From an optimization exercise on the open Yosys and OpenROAD flow, aimed at small area; shortcuts taken in it are not production practice.
Function was checked by simulation only, so behaviour that the tests miss may differ from the original.
Power and IR drop assume default switching activity.

<file path="config.mk">
export PLATFORM = sky130hd
export DESIGN_NAME = eve_pe
export DESIGN_NICKNAME = eve_pe
export VERILOG_FILES = /design/flow/design.v
export SDC_FILE = /design/flow/constraint.sdc
export NUM_CORES = 4
export LEC_CHECK = 0
export CAP_MARGIN = 0
export CORE_MARGIN = 2
export CORE_UTILIZATION = 80
export SLEW_MARGIN = 0
</file>
<file path="constraint.sdc">
create_clock -name core_clock -period 4.5 [get_ports {clk}]
set_input_delay 0.9000 -clock core_clock [delete_from_list [all_inputs] [get_ports {clk}]]
set_output_delay 0.9000 -clock core_clock [all_outputs]
set_load 0.01 [all_outputs]
</file>
<file path="design.v">
module eve_pe
#(
parameter WORD_SZ = 32,
parameter GENE_SZ = 64,
parameter ATTR_SZ = 8
)(
input clk,
input rst,
input setup,
input state,
input [GENE_SZ - 1: 0]  data_in1,
input [GENE_SZ - 1: 0]  data_in2,
input [GENE_SZ - 1: 0]  gene_in1,
input [GENE_SZ - 1: 0]  gene_in2,
input [GENE_SZ - 1: 0]  random_num_pack,
output [GENE_SZ - 1: 0]  gene_out1,
output [GENE_SZ - 1: 0]  gene_out2,
output [GENE_SZ - 1: 0]  gene_out3,
output reg [2 : 0]  out_valid
);
function gt8;
    input [7:0] a;
    input [7:0] b;
    integer i;
    reg g;
    begin
        g = 1'b0;
        for (i = 0; i < 8; i = i + 1)
            g = (a[i] & ~b[i]) | ((a[i] | ~b[i]) & g);
        gt8 = g;
    end
endfunction
function gt16;
    input [15:0] a;
    input [15:0] b;
    integer i;
    reg g;
    begin
        g = 1'b0;
        for (i = 0; i < 16; i = i + 1)
            g = (a[i] & ~b[i]) | ((a[i] | ~b[i]) & g);
        gt16 = g;
    end
endfunction
reg        fit_gt;           
reg  [7:0] mp_node_bias;
reg  [7:0] mp_node_resp;
reg  [7:0] mp_node_act;
reg  [7:0] mp_node_agg;
reg  [7:0] mp_conn_weight;
reg  [7:0] mp_conn_enable;
reg  [7:0] child_genome_id;
reg  [7:0] node_add_prob;
reg  [7:0] node_del_prob;
reg  [7:0] conn_add_prob;
reg  [7:0] conn_del_prob;
reg  [7:0] del_node_prob;    
reg  [7:0] del_conn_prob;
reg  [7:0] add_node_prob;    
reg  [7:0] add_conn_prob;
reg setup_d1, setup_d2, setup_d3, setup_d4;
wire fit_gt_in = gt8(data_in1[55:48], data_in1[63:56]);
wire fit_gt_nx = setup ? fit_gt_in : fit_gt;
wire [7:0] mp_node_bias_nx   = setup ? data_in1[47:40] : mp_node_bias;
wire [7:0] mp_node_resp_nx   = setup ? data_in1[39:32] : mp_node_resp;
wire [7:0] mp_node_act_nx    = setup ? data_in1[31:24] : mp_node_act;
wire [7:0] mp_node_agg_nx    = setup ? data_in1[23:16] : mp_node_agg;
wire [7:0] mp_conn_weight_nx = setup ? data_in1[15:8]  : mp_conn_weight;
wire [7:0] mp_conn_enable_nx = setup ? data_in1[7:0]   : mp_conn_enable;
always @(posedge clk, posedge rst)
begin
    if (rst) begin
        fit_gt          <= 1'b0;
        mp_node_bias    <= 8'd0;
        mp_node_resp    <= 8'd0;
        mp_node_act     <= 8'd0;
        mp_node_agg     <= 8'd0;
        mp_conn_weight  <= 8'd0;
        mp_conn_enable  <= 8'd0;
        child_genome_id <= 8'd0;
    end else begin
        fit_gt         <= fit_gt_nx;
        mp_node_bias   <= mp_node_bias_nx;
        mp_node_resp   <= mp_node_resp_nx;
        mp_node_act    <= mp_node_act_nx;
        mp_node_agg    <= mp_node_agg_nx;
        mp_conn_weight <= mp_conn_weight_nx;
        mp_conn_enable <= mp_conn_enable_nx;
        if (setup)
            child_genome_id <= data_in2[7:0];
    end
end
always @(posedge clk)
begin
    if (setup) begin
        node_add_prob <= data_in2[15:8];
        node_del_prob <= data_in2[23:16];
        conn_add_prob <= data_in2[31:24];
        conn_del_prob <= data_in2[39:32];
    end
end
always @(posedge clk, posedge rst)
begin
    if (rst) begin
        setup_d1 <= 1'b0;
        setup_d2 <= 1'b0;
        setup_d3 <= 1'b0;
        setup_d4 <= 1'b0;
        del_node_prob <= 8'd0;
        del_conn_prob <= 8'd0;
        add_node_prob <= 8'd0;
        add_conn_prob <= 8'd0;
    end else begin
        setup_d1 <= setup;
        setup_d2 <= setup_d1;
        setup_d3 <= setup_d2;
        setup_d4 <= setup_d3;
        if (setup_d3) begin
            del_node_prob <= node_del_prob;
            del_conn_prob <= conn_del_prob;
        end
        if (setup_d4) begin
            add_node_prob <= node_add_prob;
            add_conn_prob <= conn_add_prob;
        end
    end
end
wire [15:0] key1 = gene_in1[47:32];
wire [15:0] key2 = gene_in2[47:32];
reg  [55:0] a_g1;            
reg  [7:0]  a_g2_type;       
reg  [31:0] a_g2_attr;       
reg         a_bubble;        
reg         a_bias;          
reg         a_zero;          
always @(posedge clk, posedge rst)
begin
    if (rst) begin
        a_bubble  <= 1'b0;
        a_bias    <= 1'b0;
        a_zero    <= 1'b1;
    end else begin
        a_bubble  <= gt16(key1, key2);
        a_bias    <= gt16(key2, key1);
        a_zero    <= 1'b0;
    end
end
always @(posedge clk)
begin
    a_g1      <= gene_in1[55:0];
    a_g2_type <= gene_in2[55:48];
    a_g2_attr <= gene_in2[31:0];
end
reg  [15:0] b_key;
reg  [7:0]  b_type;
reg  [31:0] b_g1_attr;
reg  [31:0] b_g2_attr;
reg         b_bubble;
reg         b_bias;
reg         b_zero;
always @(posedge clk)
begin
    b_key     <= a_g1[47:32];
    b_type    <= (!a_bias && fit_gt_nx) ? a_g2_type : a_g1[55:48];
    b_g1_attr <= a_g1[31:0];
    b_g2_attr <= a_g2_attr;
    b_bubble  <= a_bubble;
    b_bias    <= a_bias;
    b_zero    <= a_zero;
end
reg         c_skip;
reg  [15:0] c_key;
reg  [7:0]  c_type;
reg  [31:0] c_attr;
wire [3:0] xsel;
genvar gi;
generate
    for (gi = 0; gi < 4; gi = gi + 1) begin : g_xsel
        assign xsel[gi] = !b_bias && (random_num_pack[8*gi+7:8*gi] > 8'h40);
    end
endgenerate
always @(posedge clk, posedge rst)
begin
    if (rst)
        c_skip <= 1'b1;
    else
        c_skip <= setup | b_bubble;
end
always @(posedge clk)
begin
    c_key  <= b_zero ? 16'd0 : b_key;
    c_type <= b_zero ? 8'd0  : b_type;
    c_attr[7:0]   <= b_zero ? 8'd0 : xsel[0] ? b_g2_attr[7:0]   : b_g1_attr[7:0];
    c_attr[15:8]  <= b_zero ? 8'd0 : xsel[1] ? b_g2_attr[15:8]  : b_g1_attr[15:8];
    c_attr[23:16] <= b_zero ? 8'd0 : xsel[2] ? b_g2_attr[23:16] : b_g1_attr[23:16];
    c_attr[31:24] <= b_zero ? 8'd0 : xsel[3] ? b_g2_attr[31:24] : b_g1_attr[31:24];
end
reg         d_skip;
reg  [15:0] d_key;
reg  [7:0]  d_type;
reg  [31:0] d_attr_n;         
wire       gtype = c_type[7];
wire [7:0] r0 = random_num_pack[7:0];
wire [7:0] r1 = random_num_pack[15:8];
wire [7:0] r2 = random_num_pack[23:16];
wire [7:0] r3 = random_num_pack[31:24];
wire [7:0] th0 = gtype ? mp_conn_weight_nx : mp_node_bias_nx;
wire [7:0] th1 = gtype ? mp_conn_enable_nx : mp_node_resp_nx;
wire [7:0] th2 = gtype ? 8'd0 : mp_node_act_nx;
wire [7:0] th3 = gtype ? 8'd0 : mp_node_agg_nx;
wire [7:0] mv1 = gtype ? {7'd0, r1[0]} : r1;
wire [7:0] mv2 = gtype ? 8'd0 : {4'd0, r2[3:0]};
wire [7:0] mv3 = gtype ? 8'd0 : {5'd0, r3[2:0]};
always @(posedge clk, posedge rst)
begin
    if (rst) begin
        d_skip <= 1'b1;
        d_key  <= 16'd0;
        d_type <= 8'd0;
        d_attr_n <= 32'hffffffff;
    end else begin
        d_skip <= c_skip;
        d_key  <= c_key;
        d_type <= c_type;
        d_attr_n[7:0]   <= ~(gt8(r0, th0) ? r0  : c_attr[7:0]);
        d_attr_n[15:8]  <= ~(gt8(r1, th1) ? mv1 : c_attr[15:8]);
        d_attr_n[23:16] <= ~(gt8(r2, th2) ? mv2 : c_attr[23:16]);
        d_attr_n[31:24] <= ~(gt8(r3, th3) ? mv3 : c_attr[31:24]);
    end
end
reg  [63:0] e_gene;          
reg         e_bubble;
always @(posedge clk, posedge rst)
begin
    if (rst)
        e_bubble <= 1'b0;
    else
        e_bubble <= d_skip;
end
always @(posedge clk)
    e_gene <= {child_genome_id, d_type, d_key, d_attr_n};    
wire [7:0] e_src  = e_gene[47:40];
wire [7:0] e_dst  = e_gene[39:32];
wire       e_hidden = (e_gene[54:53] == 2'b00);
reg  [7:0] hidden_max0;
always @(posedge clk, posedge rst)
begin
    if (rst)
        hidden_max0 <= 8'd0;
    else if (setup)
        hidden_max0 <= 8'd0;
    else if (!state && !e_bubble && e_hidden && gt8(e_src, hidden_max0))
        hidden_max0 <= e_src;
end
wire [7:0] r5 = random_num_pack[39:32];
reg  [63:0] f_gene;          
reg         f_valid;
reg  [3:0]  del_ctr;
reg  [63:0] del_list;            
wire [7:0] del_hit;
generate
    for (gi = 0; gi < 8; gi = gi + 1) begin : g_match
        assign del_hit[gi] = (del_ctr > gi) && ((e_src == del_list[8*gi+7:8*gi]) || (e_dst == del_list[8*gi+7:8*gi]));
    end
endgenerate
wire del_node = !setup_d3 && !e_bubble && !state && gt8(r5, del_node_prob) && !del_ctr[3] && e_hidden;
always @(posedge clk, posedge rst)
begin
    if (rst) begin
        f_valid <= 1'b0;
        del_ctr <= 4'd0;
    end else if (setup_d3) begin
        f_valid <= 1'b0;
        del_ctr <= 4'd0;
    end else if (e_bubble) begin
        f_valid <= 1'b0;
    end else if (!state) begin
        if (del_node) begin
            f_valid <= 1'b0;
            del_ctr <= del_ctr + 4'd1;
        end else begin
            f_valid <= 1'b1;
        end
    end else begin
        f_valid <= !((|del_hit) || gt8(r5, del_conn_prob));
    end
end
always @(posedge clk)
begin
    f_gene <= e_gene;
    if (del_node)
        del_list <= {del_list[55:0], e_src};
end
wire [7:0] r6 = random_num_pack[47:40];
reg  [63:0] g_gene;          
reg  [7:0]  g_genome_id;
reg  [7:0]  src_reg;
reg  [7:0]  hidden_max1;
reg         next_flag;
always @(posedge clk, posedge rst)
begin
    if (rst) begin
        out_valid   <= 3'b000;
        hidden_max1 <= 8'd0;
        next_flag   <= 1'b0;
    end else if (setup_d4) begin
        out_valid   <= 3'b000;
        hidden_max1 <= 8'd0;
        next_flag   <= 1'b0;
    end else if (!f_valid) begin
        out_valid   <= 3'b000;
    end else if (!state) begin
        hidden_max1 <= hidden_max0;
        out_valid   <= 3'b001;
    end else if (gt8(r6, add_node_prob)) begin
        hidden_max1 <= hidden_max1 + 8'd1;
        out_valid   <= 3'b111;
    end else if (gt8(r6, add_conn_prob) && !next_flag) begin
        out_valid   <= 3'b001;
        next_flag   <= 1'b1;
    end else if (next_flag) begin
        out_valid   <= 3'b011;
        next_flag   <= 1'b0;
    end else begin
        out_valid   <= 3'b001;
    end
end
wire rec_src = !setup_d4 && f_valid && state && !gt8(r6, add_node_prob) && gt8(r6, add_conn_prob) && !next_flag;
always @(posedge clk)
begin
    g_gene      <= f_gene;
    g_genome_id <= child_genome_id;
    if (rec_src)
        src_reg <= f_gene[47:40];
end
wire split = out_valid[2];
assign gene_out1 = split ? {g_gene[63:56], 8'h00, hidden_max1, 8'h00, 32'h01010101}
                         : {g_gene[63:32], ~g_gene[31:0]};
assign gene_out2 = split ? {g_gene[63:56], 8'h80, g_gene[47:40], hidden_max1, ~g_gene[31:0]}
                         : {g_genome_id, 8'h80, src_reg, g_gene[39:32], 32'h01010000};
assign gene_out3 = {g_gene[63:56], 8'h80, hidden_max1, g_gene[39:32], 32'h01010000};
endmodule
</file>
<file path="flow/run.sh">
#!/bin/bash
# The standard layout (the standard.sh: ORFS synthesis with the standard flow's
# synthesis script, floorplan, placement, CTS, routing), with four changes:
#  - synthesis maps the logic with ABC's area-oriented mappers (flow/abc_area.script
#    in place of ORFS's abc_speed.script); registers are mapped as before;
#  - the port buffers that placement puts on every input and output are the
#    platform's smallest buffer, sky130_fd_sc_hd__buf_1;
#  - CTS inserts no dummy loads;
#  - the constant outputs share one tie cell per value (no tie fanout repair).
# make's full output goes to standard.log in the folder this runs in.
set -euo pipefail
here=$(pwd)
rm -rf "$here/scripts"
cp -r "$FLOW_HOME/scripts" "$here/scripts"
cp "$here/flow/abc_area.script" "$here/scripts/abc_speed.script"
export BUFFER_PORTS_ARGS="-buffer_cell sky130_fd_sc_hd__buf_1"
export SKIP_REPAIR_TIE_FANOUT=1
export CTS_ARGS="-sink_clustering_enable -repair_clock_nets -sink_clustering_size 9 -sink_clustering_max_diameter 30 -buf_list sky130_fd_sc_hd__clkbuf_4 -dont_use_dummy_load"
bash standard.sh SCRIPTS_DIR="$here/scripts" finish > standard.log 2>&1
</file>
<file path="flow/abc_area.script">
strash
dch -f
amap
topo
</file>
<file path="standard.sh">
#!/bin/bash
# synth_recipe.tcl (not shown) runs the flow's synth.tcl, then flattens the netlist and writes it again
# the make line also repeats each setting of config.mk as NAME=value (left out here)
make -C /OpenROAD-flow-scripts/flow DESIGN_CONFIG=/design/flow/config.mk WORK_HOME=/design/flow/orfs CLKGATE_MAP_FILE= SYNTH_SCRIPT=/design/flow/synth_recipe.tcl "${@:-finish}"
</file>
==> results of run 1 <==
-- area by class of cell --
| cell class | instances | area share [%] |
|---|---|---|
| tap | 378 | 1.869 |
| multi-input combinational | 844 | 20.54 |
| antenna | 4 | 0.03956 |
| timing repair buffer | 445 | 7.077 |
| inverter | 175 | 2.626 |
| sequential | 719 | 64.76 |
| clock buffer | 104 | 3.086 |
-- metrics by stage --
stage | util, % | setup slack (ns) | hold WS, ns
2_1_floorplan | - | 0.1241 | 0.3096
3_3_place_gp | 87.74 | 0.6195 | 0.3097
3_5_place_dp | 87.74 | 0.3538 | 0.3121
4_1_cts | 90.53 | 0.9996 | 0.1798
5_1_grt | 90.57 | 0.7176 | 0.1806
6_report | 90.57 | 0.8543 | 0.2112
-- cell usage after synthesis (all sizes together) (5+ instances only) --
library cell,count
o22ai,149
a22oi,39
ha,5
o2111ai,5
o21ai,27
edfxtp,104
nor3,14
buf,73
a221oi,12
dfstp,35
nor4,21
or2,11
dfrtp,145
a21oi,38
o22a,104
nand2,68
nor2,186
clkinv,175
dfxtp,435
a221o,16
a31oi,6
nor2b,57
o32ai,6
o221ai,32
a32oi,15
-- cells by family (layout without fill, tap and decap cells) --
logic type	after synthesis	in the layout	share of synthesized area [%]
compound gates	474	474	15.35
fa+ha+maj	5	5	0.2747
buf+inv	248	724	5.291
flops	719	719	71.92
other cells	2	6	0.03298
simple gates	363	363	7.126
-- path summary, 6_finish.rpt --
| path | end | slack, ns | depth (start not counted) |
|---|---|---|---|
| worst max-delay path | d_attr_n[17]$_DFF_PP1_ | 0.85 | 13 |
| worst min-delay path | a_g2_attr[21]$_DFF_P_ | 0.21 | 1 |
| worst max register to register | d_attr_n[10]$_DFF_PP1_ | 1.10 | 16 |
| worst min register to register | d_key[6]$_DFF_PP0_ | 0.23 | 0 |
| max in group asynchronous | d_skip$_DFF_PP1_ | 3.01 | 3 |
| min in group asynchronous | mp_node_agg[7]$_DFF_PP0_ | 0.31 | 2 |
-- worst max-delay path: stages --
cell and delay, ns:
clkbuf_4 0.18, inv_2 0.40, buf_4 0.30, o22a_1 0.20
nand2_1 0.10, a222oi_1 0.34, a21oi_1 0.13, a21oi_1 0.15
a31oi_1 0.06, a221o_1 0.26, o21ai_0 0.40, clkinv_1 0.41
a32oi_1 0.41
-- per-layer routing --
layer  up-vias  track usage [%]
li1       7402                -
met1      8005            43.14
met2      1397            66.82
met3       382            8.157
met4         0            25.71
met5         -                0
-- power by group --
group	total [mW]	switching, mW	internal, mW
logic	1.06	0.671	0.390
registers	7.35	0.251	7.10
clock network	2.97	1.92	1.06
total	11.4	2.84	8.54
==> results.json, run 1 <==
{
  "syn_area_um2": 22770,
  "dp_hpwl_um": 37850,
  "power.total_mw": 11.38,
  "mostFrequentLayoutCells": "434 x dfxtp_1, 413 x buf_1, 185 x nor2_1",
  "syn2layout_area_growth_pct": 11.09,
  "worst_pin_slew_ns": 1.145,
  "synth-seq-area-share_pct": 71.92,
  "synthTopCellsByArea": "dfxtp_1 38%, dfrtp_1 16%, edfxtp_1 14%",
  "skew_ns": 0.1137,
  "hold_buffers": 0,
  "antenna_found_initial": 5,
  "netlist.area_leader.share_pct": 38.24,
  "cts.sinks": 719,
  "vias_per_cell": 6.439,
  "ioPinCount": 519,
  "maxCapViolations": 0,
  "cts_inserted_buffers": 104,
  "path_class": "in -> reg",
  "ys_warn_count": 1,
  "largestRegisters": "del_list x64, f_gene x64, g_gene x64",
  "min_path_type": "in -> reg",
  "final_common_cell": "dfxtp_1",
  "dr.pass1.iters": 6,
  "yosysTopAreaCell": "dfxtp_1",
  "n_fill_cell": 1149,
  "wl_met3_um": 5736,
  "synth.distinct_cells": 40,
  "startpoint_type": "primary input",
  "holdCritStartpoint": "gene_in2[21]",
  "clk_path_buf_depth": 3,
  "clkTransAtPathRegs_ns": 0.09,
  "rsz0062_at_grt": "no",
  "gp_congestion": 0.9485,
  "drc_errors": 0,
  "drive_gt1_share_pct": 7.739,
  "htreeDepth": 3,
  "rows": 61,
  "startpoint": "setup",
  "fin_crit_sh_pct": 81.01,
  "p_leak_nw": 9.689,
  "final-seq-area_um2": 16380,
  "cts_resized": 0,
  "wl_per_cell_um": 21.64,
  "status": "timing/DRC/antenna clean",
  "drt_iter0_drc": 1902,
  "async_reset_ff_share_pct": 25.03,
  "finalSetupTns_ns": 0,
  "avgSynthCellArea_um2": 12.57,
  "die_area_um2": 29830,
  "finalNonFillerCells": 2669,
  "antenna_left": 0,
  "fp.dieH_um": 172.7,
  "cp_max_fo": 22,
  "multiInputGateArea_um2": 5196,
  "design_area_um2": 25300,
  "grt_pass1_vias": 17627,
  "setup_viol": 0,
  "pwr_density_cell_nw_per_um2": 450.0,
  "fmax_ghz": 0.2743,
  "maxUsedRoutingLayer": "met4",
  "max-slew-margin-rel_pct": 23.64,
  "grt_overflow": 0,
  "final_nets": 2618,
  "wl_met1_um": 18990,
  "required_ns": 5.11,
  "start_util_pct": 81.52,
  "root_buffer": "clkbuf_4",
  "cts_tree": "yes",
  "grt_pass1_wl_um": 90110,
  "numPlacedInstances": 2561,
  "ys_seq_elements": 719,
  "final_hold_viol_count": 0,
  "regToRegStartpoint": "c_type[7]$_SDFF_PP0_",
  "crit_arrival_ns": 4.25,
  "synthCells": 1811,
  "chipWidth_um": 172.7,
  "met2WireLength_um": 28860,
  "ir_worst_vdd_mv": 0.4997,
  "critPathCaptureType": "register",
  "grt_max_degree": 106,
  "slew_violations": 0,
  "dpl-instance-area_um2": 24510,
  "synth-edff-count": 104,
  "core_area_um2": 27930,
  "wirelength_um": 57750,
  "grt_use_total_pct": 38.52,
  "post_cts_buffers": 0,
  "io_buffers": 414,
  "fin_crit_ns": 3.646,
  "vias": 17186,
  "clock_latency_ns": 0.77,
  "ys.flop_type": "dfxtp_1"
}
==> run 2: changes to the inputs <==
==> flow/run.sh (replaced) <==
#!/bin/bash
# The standard layout (the standard.sh: ORFS synthesis with the standard flow's
# synthesis script, floorplan, placement, CTS, routing), with three changes:
#  - synthesis maps the logic with ABC's area-oriented mapper (flow/abc_area.script
#    in place of ORFS's abc_speed.script); registers are mapped as before;
#  - the port buffers that placement puts on every input and output are the
#    platform's smallest buffer, sky130_fd_sc_hd__buf_1;
#  - CTS inserts no dummy loads;
#  - the constant outputs share one tie cell per value (no tie fanout repair).
# make's full output goes to standard.log in the folder this runs in.
set -euo pipefail
here=$(pwd)
rm -rf "$here/scripts"
cp -r "$FLOW_HOME/scripts" "$here/scripts"
cp "$here/flow/abc_area.script" "$here/scripts/abc_speed.script"
export BUFFER_PORTS_ARGS="-buffer_cell sky130_fd_sc_hd__buf_1"
export SKIP_REPAIR_TIE_FANOUT=1
export CTS_ARGS="-sink_clustering_enable -repair_clock_nets -sink_clustering_size 10 -sink_clustering_max_diameter 35 -buf_list sky130_fd_sc_hd__clkbuf_4 -dont_use_dummy_load"
bash standard.sh SCRIPTS_DIR="$here/scripts" finish > standard.log 2>&1
==> flow/abc_area.script (replaced) <==
strash
dch -f
map -a
topo
mfs2 -a
strash
dch -f
map -a
topo
==> results.json, run 2 <==
{
  "status": "timing/DRC/antenna clean",
  "clk_path_buf_depth": 3,
  "htreeDepth": 3,
  "rsz0062_at_grt": "no",
  "final_common_cell": "nand2_1",
  "startpoint_type": "register",
  "holdCritStartpoint": "gene_in2[17]",
  "yosysMostFrequentCell": "nand2_1",
  "drive_gt1_share_pct": 6.802,
  "setup_viol": 0,
  "skew_ns": 0.07198,
  "cts_inserted_buffers": 89,
  "syn2layout_area_growth_pct": 10.32,
  "synth.distinct_cells": 44,
  "crit_arrival_ns": 4.45,
  "synthCells": 2063,
  "vias": 17137,
  "postLayoutCoreUtil_pct": 89.10,
  "clkTransAtPathRegs_ns": 0.10,
  "ir_worst_vdd_mv": 0.4705,
  "wl_per_cell_um": 20.10,
  "vias_per_cell": 5.897,
  "synth-seq-area-share_pct": 71.05,
  "yosysTopAreaCell": "dfxtp_1",
  "slew_violations": 0,
  "min_path_cells": 1,
  "holdWs_ns": 0.2285,
  "n_fill_cell": 1324,
  "rows": 62,
  "cts_tree": "yes",
  "die_area_um2": 30190,
  "fin_crit_ns": 3.790,
  "regToRegStartpoint": "c_type[7]$_SDFF_PP0_",
  "synth-edff-count": 104,
  "mostFrequentLayoutCells": "437 x nand2_1, 434 x dfxtp_1, 413 x buf_1",
  "final_nets": 2845,
  "chipWidth_um": 173.8,
  "yosys-top-cells-count": "437 x nand2_1, 435 x dfxtp_1, 186 x clkinv_1",
  "required_ns": 5.16,
  "pwr_density_cell_nw_per_um2": 437.2,
  "core_area_um2": 28550,
  "syn_area_um2": 23050,
  "timing.rr.end": "d_attr_n[14]$_DFF_PP1_",
  "grt_overflow": 0,
  "min_path_type": "in -> reg",
  "drt_iter0_drc": 1773,
  "gp_congestion": 0.9878,
  "cts_resized": 0,
  "largestRegisters": "del_list x64, f_gene x64, g_gene x64",
  "finalSetupTns_ns": 0,
  "final_hold_viol_count": 0,
  "grt_max_degree": 144,
  "max-slew-margin-rel_pct": 17.56,
  "antenna_left": 0,
  "ioPinCount": 519,
  "path_class": "reg -> reg",
  "netlist.area_leader.share_pct": 37.77,
  "worst_slack_ns": 0.7098,
  "hold_buffers": 0,
  "grt_use_total_pct": 38.95,
  "ys.flop_type": "dfxtp_1",
  "fmax_ghz": 0.2638,
  "post_cts_buffers": 0,
  "cp_max_fo": 24,
  "root_buffer": "clkbuf_4",
  "fp.dieH_um": 173.8,
  "avgSynthCellArea_um2": 11.18,
  "rrSetupSlack_ns": 0.71,
  "wirelength_um": 58410,
  "grt_pass1_vias": 17489,
  "critPathCaptureType": "register",
  "preCtsSetupSlack_ns": 0.008845,
  "ys_warn_count": 1,
  "worst_pin_slew_ns": 1.237,
  "start_util_pct": 80.76,
  "dr.pass1.iters": 9,
  "io_buffers": 414,
  "synthTopCellsByArea": "dfxtp_1 38%, dfrtp_1 16%, edfxtp_1 14%",
  "clock_latency_ns": 0.73,
  "cts.sinks": 719,
  "dp_hpwl_um": 40470,
  "drc_errors": 0,
  "antenna_found_initial": 10,
  "maxCapViolations": 0,
  "ys_seq_elements": 719,
  "p_leak_nw": 10.42,
  "async_reset_ff_share_pct": 25.03,
  "r2r_cells": 16,
  "fin_crit_sh_pct": 84.23,
  "whs_endpoint": "a_g2_attr[17]$_DFF_P_",
  "grt_pass1_wl_um": 89910
}
[run 2: cell types whose count changed after synthesis, moves of 45 or more]
cell     previous run  this run
o22ai_1           149        74
nor2b_1            57         0
o22a_1            104         0
a21oi_1            38        83
nand2_1            68       437
o21ai_0            27       105
[run 2: cell type report]
| class | count | area (µm²) | area share, % |
|---|---|---|---|
| Sequential cell | 719 | 16380 | 64.42 |
| Multi-Input combinational cell | 1085 | 5435 | 21.37 |
| Timing Repair Buffer | 435 | 1740 | 6.843 |
| Inverter | 186 | 705.7 | 2.774 |
| Clock buffer | 89 | 668.1 | 2.627 |
| Tap cell | 384 | 480.5 | 1.889 |
| Antenna cell | 8 | 20.02 | 0.07871 |
[run 2: cells by family (layout without fill, tap and decap cells)]
family,Yosys count,after routing,share of synthesized area [%]
buffers and inverters,259,710,5.405
multiplexers,14,14,0.6513
adder cells (fa/ha/maj),15,15,0.7055
AND/OR/NAND/NOR,652,652,11.05
other,2,10,0.03257
AO/OA/AOI/OAI,366,366,9.736
XOR/XNOR,36,36,1.368
flip-flops,719,719,71.05
[run 2: worst max path at each step]
stage	from	endpoint	slack [ns]	cells past startpoint
6_report	c_type[7]$_SDFF_PP0_	d_attr_n[14]$_DFF_PP1_	0.71	16
4_1_cts	c_type[7]$_SDFF_PP0_	d_attr_n[14]$_DFF_PP1_	0.75	16
3_3_place_gp	setup	d_attr_n[9]$_DFF_PP1_	0.20	18
3_5_place_dp	setup	d_attr_n[14]$_DFF_PP1_	0.009	18
2_1_floorplan	setup	d_attr_n[10]$_DFF_PP1_	0.05	17
5_1_grt	c_type[7]$_SDFF_PP0_	d_attr_n[11]$_DFF_PP1_	0.45	16
[run 2: power breakdown]
group,internal (mW),total [mW],switching [mW]
sequential,7.07,7.32,0.253
clock,0.911,2.77,1.86
combinational,0.342,1.03,0.684
total,8.32,11.1,2.80
[run 2: critical path, cell delays in order (launching register included)]
cell,delay (ns)
dfxtp_1,0.34
buf_4,0.18
clkinv_1,0.10
buf_4,0.31
nor2_1,0.08
a31oi_1,0.16
clkinv_1,0.09
maj3_1,0.35
maj3_1,0.35
maj3_1,0.34
maj3_1,0.34
maj3_1,0.37
a21oi_1,0.16
nor2_1,0.09
clkinv_1,0.14
nor2_1,0.14
a22oi_1,0.20
[run 2: stage by stage]
step | power (mW) | std cells | area (µm²)
after global placement | 8.342 | 2809 | 24750
after detailed placement | 8.439 | 2809 | 24750
after floorplan | 7.994 | 2063 | 23050
after CTS | 11.11 | 2898 | 25410
final | 11.12 | 2906 | 25430
after global routing | 11.54 | 2906 | 25430
[run 2: per-layer routing]
layer	GRT usage (%)	share of wire, %
met5	0	0.053
met2	65.85	49
met3	9.254	10
met1	44.65	34
met4	25.39	6.8
==> run 3: changes to the inputs <==
==> run.sh (new file) <==
#!/bin/bash
# synth_recipe.tcl (not shown) runs the flow's synth.tcl, then flattens the netlist and writes it again
# the make line also repeats each setting of config.mk as NAME=value (left out here)
make -C /OpenROAD-flow-scripts/flow DESIGN_CONFIG=/design/flow/config.mk WORK_HOME=/design/flow/orfs CLKGATE_MAP_FILE= SYNTH_SCRIPT=/design/flow/synth_recipe.tcl finish
--- a/config.mk
+++ b/config.mk
@@ -7,5 +7,8 @@
 export LEC_CHECK = 0
 export CAP_MARGIN = 0
 export CORE_MARGIN = 2
-export CORE_UTILIZATION = 80
+export CORE_UTILIZATION = 70
+export CTS_BUF_LIST = sky130_fd_sc_hd__clkbuf_8
+export CTS_CLUSTER_DIAMETER = 50
+export CTS_CLUSTER_SIZE = 18
 export SLEW_MARGIN = 0
removed: flow/run.sh
removed: flow/abc_area.script
removed: standard.sh
==> results.json, run 3 <==
{
  "largestRegisters": "del_list x64, f_gene x64, g_gene x64",
  "core_area_um2": 34460,
  "worst_pin_slew_ns": 1.032,
  "drc_errors": 0,
  "synth-edff-count": 104,
  "timing.rr.end": "d_attr_n[0]$_DFF_PP1_",
  "fin_crit_ns": 3.858,
  "final_hold_viol_count": 0,
  "holdCritStartpoint": "f_gene[3]$_DFF_P_",
  "netlist.area_leader.share_pct": 35.68,
  "ir_worst_vdd_mv": 0.3331,
  "crit_arrival_ns": 2.96,
  "regToRegStartpoint": "c_type[7]$_SDFF_PP0_",
  "synth.distinct_cells": 77,
  "io_buffers": 414,
  "setup_viol": 0,
  "fp.dieH_um": 190.7,
  "slew_violations": 0,
  "grt_pass1_vias": 15257,
  "ys_seq_elements": 719,
  "syn_area_um2": 24410,
  "fin_crit_sh_pct": 85.74,
  "rsz0062_at_grt": "no",
  "drt_iter0_drc": 952,
  "hold_buffers": 0,
  "max-slew-margin-rel_pct": 30.91,
  "startpoint": "out_valid[2]$_DFF_PP0_",
  "gp_congestion": 0.8697,
  "cts.sinks": 719,
  "ys.flop_type": "dfxtp_1",
  "wl_per_cell_um": 19.68,
  "wirelength_um": 54470,
  "grt_pass1_wl_um": 82410,
  "yosysMostFrequentCell": "dfxtp_1",
  "root_buffer": "clkbuf_8",
  "ioPinCount": 519,
  "final-seq-area_um2": 16390,
  "p_leak_nw": 11.97,
  "yosysTopAreaCell": "dfxtp_1",
  "r2r_cells": 8,
  "ys_warn_count": 1,
  "status": "timing/DRC/antenna clean",
  "finalSetupTns_ns": 0,
  "vias": 14986,
  "maxCapViolations": 0,
  "final_common_cell": "dfxtp_1",
  "startpoint_type": "register",
  "clock_latency_ns": 0.68,
  "vias_per_cell": 5.416,
  "rrSetupSlack_ns": 1.57,
  "synth-seq-area-share_pct": 67.11,
  "avgSynthCellArea_um2": 13.11,
  "power.total_mw": 11.88,
  "syn2layout_area_growth_pct": 21.44,
  "rows": 68,
  "finalNonFillerCells": 2767,
  "post_cts_buffers": 0,
  "critPathCaptureType": "output pin",
  "dp_hpwl_um": 39060,
  "numPlacedInstances": 2664,
  "die_area_um2": 36380,
  "required_ns": 3.60,
  "antenna_left": 0,
  "mostFrequentLayoutCells": "433 x dfxtp_1, 413 x clkdlybuf4s50_1, 144 x dfrtp_1",
  "grt_use_total_pct": 29.94,
  "cp_max_fo": 88,
  "pwr_density_cell_nw_per_um2": 400.7,
  "antenna_found_initial": 9,
  "n_fill_cell": 1764,
  "clkTransAtPathRegs_ns": 0.10,
  "min_path_type": "reg -> reg",
  "whs_endpoint": "g_gene[3]$_DFF_P_",
  "cts_resized": 0,
  "htreeDepth": 2,
  "start_util_pct": 70.84,
  "final_nets": 2591,
  "postLayoutCoreUtil_pct": 86.02,
  "min_path_cells": 0,
  "preCtsSetupSlack_ns": 0.6429,
  "fmax_ghz": 0.2592,
  "cts_inserted_buffers": 51,
  "multiInputGateArea_um2": 7046,
  "chipWidth_um": 190.7,
  "path_class": "reg -> out",
  "clk_path_buf_depth": 3,
  "worst_slack_ns": 0.6415,
  "cts_tree": "yes",
  "synthCells": 1862,
  "drive_gt1_share_pct": 10.63,
  "yosys-top-cells-count": "435 x dfxtp_1, 145 x dfrtp_1, 129 x xnor2_1",
  "skew_ns": 0.02547,
  "synthTopCellsByArea": "dfxtp_1 36%, dfrtp_1 15%, edfxtp_1 13%",
  "async_reset_ff_share_pct": 25.03,
  "grt_max_degree": 177,
  "grt_overflow": 0,
  "dr.pass1.iters": 5
}
==> run 3: changes by cell type after synthesis, moves of 52 or more <==
cell / delta
a21oi_1: -52
clkinv_1: -186
inv_1: +91
mux2_2: +67
mux2i_1: +69
nand2_1: -370
nor2_1: -58
nor2b_1: +101
o21ai_0: -58
o22ai_1: -55
xnor2_1: +118
==> run 3: cell type report <==
cell class | count | area share (%)
antenna | 7 | 0.05910
clock buffer | 51 | 2.368
clock inverter | 45 | 0.8991
inverter | 91 | 1.165
multi-input combinational | 966 | 23.77
sequential | 719 | 55.28
tap | 455 | 1.921
timing repair buffer | 433 | 14.54
==> run 3: how the worst max path moves through the flow <==
stage / end / slack, ns / depth (start not counted)
2_1_floorplan: del_list[0]$_DFFE_PP_ / 0.66 / 8
3_3_place_gp: next_flag$_DFFE_PP0P_ / 0.64 / 11
3_5_place_dp: d_attr_n[26]$_DFF_PP1_ / 0.64 / 11
4_1_cts: gene_out2[12] / 0.63 / 3
5_1_grt: gene_out2[12] / 0.48 / 3
6_report: gene_out2[12] / 0.64 / 3
==> run 3: critical path: stages, from the launching register on <==
cell,delay [ns]
dfrtp_4,1.08
buf_4,0.37
nor2b_1,0.20
clkdlybuf4s50_1,0.60
==> run 3: cell families after synthesis <==
group | synth area share, %
compound gates | 5.131
other cells | 0.03077
mux | 8.161
xor+xnor | 4.701
flops | 67.11
fa+ha+maj | 1.666
buf+inv | 4.808
simple gates | 8.397
==> run 3: report_power, final <==
part / internal, mW / switching [mW]
Sequential: 7.08 / 0.256
Combinational: 0.741 / 0.614
Clock: 1.13 / 2.06
==> run 3: per-layer routing <==
| metal | track usage, % | wire length (µm) | up-vias |
|---|---|---|---|
| li1 | - | - | 6964 |
| met1 | 34.89 | 20050 | 7267 |
| met4 | 12.43 | 2162 | 4 |
| met3 | 8.060 | 4288 | 142 |
| met5 | 0 | 23 | - |
| met2 | 52.41 | 27940 | 609 |
==> run 3: stage by stage <==
stage          cell area [µm²]  hold slack (ns)
2_1_floorplan            24590           0.3096
3_5_place_dp             28660           0.3121
6_report                 29640           0.3167
4_1_cts                  29620           0.3232
5_1_grt                  29640           0.3235
3_3_place_gp             28660           0.3097

==> port drivers added, routing unchanged <==
In the flow no input, the clock included, has a driving cell. The finished layouts below were timed again as built, in two steps. Step 1 assumes that a clkbuf_16 drives the clock port and a buf_2 every other input. Step 2, shift: input delay + t, output delay - t, t = (earliest + latest rising clock arrival at the registers) / 2. This alone moves slack from input paths to output paths. Three values: ideal, step 1, step 2; two values: the first two.
| run | t (ns) | setup WS [ns] | clock arrival spread, ns | slew at the worst register clock pin (ns) |
|---|---|---|---|---|
| run 1 | 0.762 | 0.854 / 0.870 / 0.108 | 0.120 / 0.121 | 0.10 / 0.10 |
| run 2 | 0.756 | 0.710 / 0.710 / 0.012 | 0.095 / 0.095 | 0.12 / 0.12 |
| run 3 | 0.714 | 0.642 / 0.588 / 0.618 | 0.043 / 0.043 | 0.11 / 0.11 |
After both steps setup and hold are still met in every run listed. The setup slack of run 1, which loses most, moves by +0.016 ns with the drivers and by -0.746 ns with both steps.
